This design comes from an exercise in tuning for small area on the open sky130 flow, not from production work. RTL that was checked went through simulation tests only; none was proved equivalent to the original. Power and IR drop assume default switching activity.

maple:
Design comms, start of the top module:
module comms(
    input clk,
    input BTNC,
    input BTNU,
    input BTND,
    input BTNR,
    input BTNL,
    input[7:0] D_SW,
    output [7:0] LED,
    output JA1,
    input JA2,
    output JA3,
    input JA4,
    output JB1,
    input JB2,
    output JB3,
    output JB7,
    output JB8,
    input JA7,
    output JA8,
    input JA9,
    input JA10,
    output JB9,
    input JB10_I,
    output JB10_O,
    output JB10_OE,
    input JC1_N,
    input JC1_P_I,
    output JC1_P_O,
    output JC1_P_OE
);
export LEC_CHECK = 0
export CAP_MARGIN = 20
export CORE_MARGIN = 2
export CORE_UTILIZATION = 40
export CTS_BUF_LIST = sky130_fd_sc_hd__clkbuf_4
export CTS_CLUSTER_DIAMETER = 50
export CTS_CLUSTER_SIZE = 10
export SLEW_MARGIN = 20
create_clock -name core_clock -period 80.0 [get_ports {clk}]
standard.sh (not shown) runs the stock make flow with config.mk's settings and CLKGATE_MAP_FILE= SYNTH_SCRIPT=/design/flow/synth_recipe.tcl, a recipe that flattens the netlist after the stock synthesis.
==> flow/flow/run.sh <==
#!/bin/bash
# Layout flow: the standard ORFS flow (standard synthesis unchanged) with
# two changes to how the layout is made:
#  - ports are buffered with sky130_fd_sc_hd__buf_1 instead of the default
#    buffer_ports choice (every input and output port still gets a buffer);
#  - clock tree synthesis uses clkbuf_4 leaf clusters of at most 10 sinks
#    and inserts no dummy loads.
# ORFS writes each step's full log under orfs/logs/; make's own output goes
# to standard.log in this folder.
set -euo pipefail
export BUFFER_PORTS_ARGS="-buffer_cell sky130_fd_sc_hd__buf_1"
export CTS_ARGS="-sink_clustering_enable -repair_clock_nets -buf_list sky130_fd_sc_hd__clkbuf_4 -sink_clustering_size 10 -sink_clustering_max_diameter 50 -dont_use_dummy_load"
bash standard.sh finish > standard.log 2>&1
maple closes out successfully: all stages finished, all timing, DRC and antenna checks passed.
--- input diff maple..birch ---
--- a/flow/design.v
+++ b/flow/design.v
@@ -284,34 +284,31 @@
 always @ (posedge clk)
 begin
     tx_busy_r <= {tx_busy_r[0], tx_busy_1byte};
 end
 always @ (posedge clk)
 begin
     if (state == IDLE)
         k <= 3'd0;
     else if (state == TRIGGER)
         k <= (k == 3'd0) ? (err ? 3'd6 : 3'd3) : k - 1'b1;
 end
-always @ (posedge clk)
-begin
-    if (state == IDLE)
-        tx_busy_8bytes <= pulse;
-end
 always @ (posedge clk or posedge reset)
 begin
     if (reset) begin
         send_byte <= 0;
+        tx_busy_8bytes <= 0;
     end else begin
         if (state == IDLE) begin
             send_byte <= 0;
+            tx_busy_8bytes <= pulse;
         end else if (state == TRIGGER) begin
             send_byte <= 1;
         end else if (state == XMIT) begin
             send_byte <= 0;
         end
     end
 end
 endmodule
 module uart(
     input clk,
     input reset,
@@ -560,24 +557,22 @@
     if (reset) begin
         state <= STANDBY;
     end else begin
         state <= next_state;
     end
 end
 assign send = (state == WAIT1);
 always @ (posedge clk)
 begin
     if (state == STANDBY && rx_busy_fedge && received_byte != 8'h0a)
         val <= nv;
-    if (state == RESPOND)
-        resp_err <= (act == 4'd0);
 end
 always @ (posedge clk or posedge reset)
 begin
     if (reset) begin
         cand <= 0;
         p <= 0;
         zl <= 5'd16;
     end else begin
         if (state == STANDBY) begin
             if (rx_busy_fedge && received_byte != 8'h0a) begin
                 cand <= ncand;
@@ -586,36 +581,38 @@
             end
         end else if (state == RESPOND) begin
             cand <= 0;
             p <= 0;
             zl <= 5'd16;
         end
     end
 end
 always @ (posedge clk or posedge reset)
 begin
     if (reset) begin
+        resp_err <= 0;
         mode <= SPI;
         uart_spd <= 3'd3;
         spi_spd <= 3'd3;
         i2c_spd <= 2'd0;
         spi_mode <= SLAVE;
         spi_cpol <= 0;
         spi_cpha <= 0;
         i2c_mode <= SLAVE;
         clear_buffer <= 0;
     end else begin
         if (state == STANDBY) begin
             clear_buffer <= rx_busy_fedge;
         end else if (state == RESPOND) begin
             clear_buffer <= 0;
+            resp_err <= (act == 4'd0);
             case (act)
                 A_MODE_UART: mode <= UART;
                 A_MODE_SPI: mode <= SPI;
                 A_MODE_I2C: mode <= I2C;
                 A_SPI_MASTER: spi_mode <= MASTER;
                 A_SPI_SLAVE: spi_mode <= SLAVE;
                 A_CPOL: spi_cpol <= val[0];
                 A_CPHA: spi_cpha <= val[0];
                 A_I2C_MASTER: i2c_mode <= MASTER;
                 A_I2C_SLAVE: i2c_mode <= SLAVE;
                 A_UART_SPEED: uart_spd <= val;
@@ -983,48 +980,54 @@
         end else if (is4q) begin
             bit_idx <= bit_idx - 1'b1;
         end
     end
     DATA1: begin
         if (is4q && bit_idx >= 0)
             bit_idx <= bit_idx - 1'b1;
     end
     default: ;
     endcase
 end
-always @ (posedge clk)
+always @ (posedge clk or posedge reset)
 begin
-    begin
+    if (reset) begin
+        reg_scl <= 0;
+        scl_driving <= 0;
+    end else begin
         if (state == IDLE) begin
             scl_driving <= 0;
         end else if (state == START) begin
             scl_driving <= 1;
             if (counter == 0) begin
                 reg_scl <= 1;
             end else if (is2q) begin
                 reg_scl <= 0;
             end
         end else if (state == STOP) begin
             scl_driving <= 0;
         end else begin
             if (is1q) begin
                 reg_scl <= 1;
             end else if (is3q) begin
                 reg_scl <= 0;
             end
         end
     end
 end
-always @ (posedge clk)
+always @ (posedge clk or posedge reset)
 begin
-    begin
+    if (reset) begin
+        sda_driving <= 0;
+        reg_sda <= 0;
+    end else begin
         case (state)
         IDLE: begin
             sda_driving <= 0;
             reg_sda <= 0;
         end
         START: begin
             sda_driving <= 1;
             if (counter == 0) begin
                 reg_sda <= 0;
             end else if (is4q) begin
                 reg_sda <= addr2send[bit_idx];
Results
- Per the comparison of birch with maple, utilization was more or less identical, share of cells above drive strength 1 was more or less identical, power went up by 6.3%, number of multi-input logic gates went down by 19, clock power went up by about 1%.
- Worst-path maximum fanout came out exactly the same in birch and maple.
- Number of setup violations in the final report: maple vs birch identical
- Summary of the comparison: switching part of the total power is higher in birch, relative to maple.
- Compared to maple, birch shows a wider setup margin.
- Final cycle utilization of the critical path delta (maple -> birch): insignificant
- Where routed wire length is concerned, maple is outperformed by birch.
- In birch, proportion of cell area occupied by multi-input gates is lower than in maple.
- In terms of simple-gate portion of the synthesized area, birch and maple differ only marginally.
- Compared birch vs maple, and leakage power summed over all cells is down in birch.
For maple, only the layout was checked, not whether the RTL still works.

## what the ideal ports hide
How much do the figures lean on ideal ports? The routed layouts below were timed once more, with nothing changed but the port constraints. Step 1, drivers: a clkbuf_16 drives clk and a buf_2 each remaining input, both assumed. Step 2 times the ports against the registers' clock, not the clock port: input delays grow and output delays shrink by t, the midpoint of the rising clock arrivals with the driver on. Slacks: ideal / step 1 / step 2; pairs: ideal / step 1.
| run | t (ns) | setup slack, ns | worst hold slack (ns) | worst slew at a driven data input, ns |
|---|---|---|---|---|
| maple | 0.650 | 61.966 / 61.921 / 62.571 | 0.356 / 0.356 / 0.356 | 0.10 |
| birch | 0.681 | 62.003 / 61.956 / 62.588 | 0.374 / 0.374 / 0.374 | 0.06 |
After both steps setup and hold are still met in every run listed. Setup slack includes reset recovery checks.
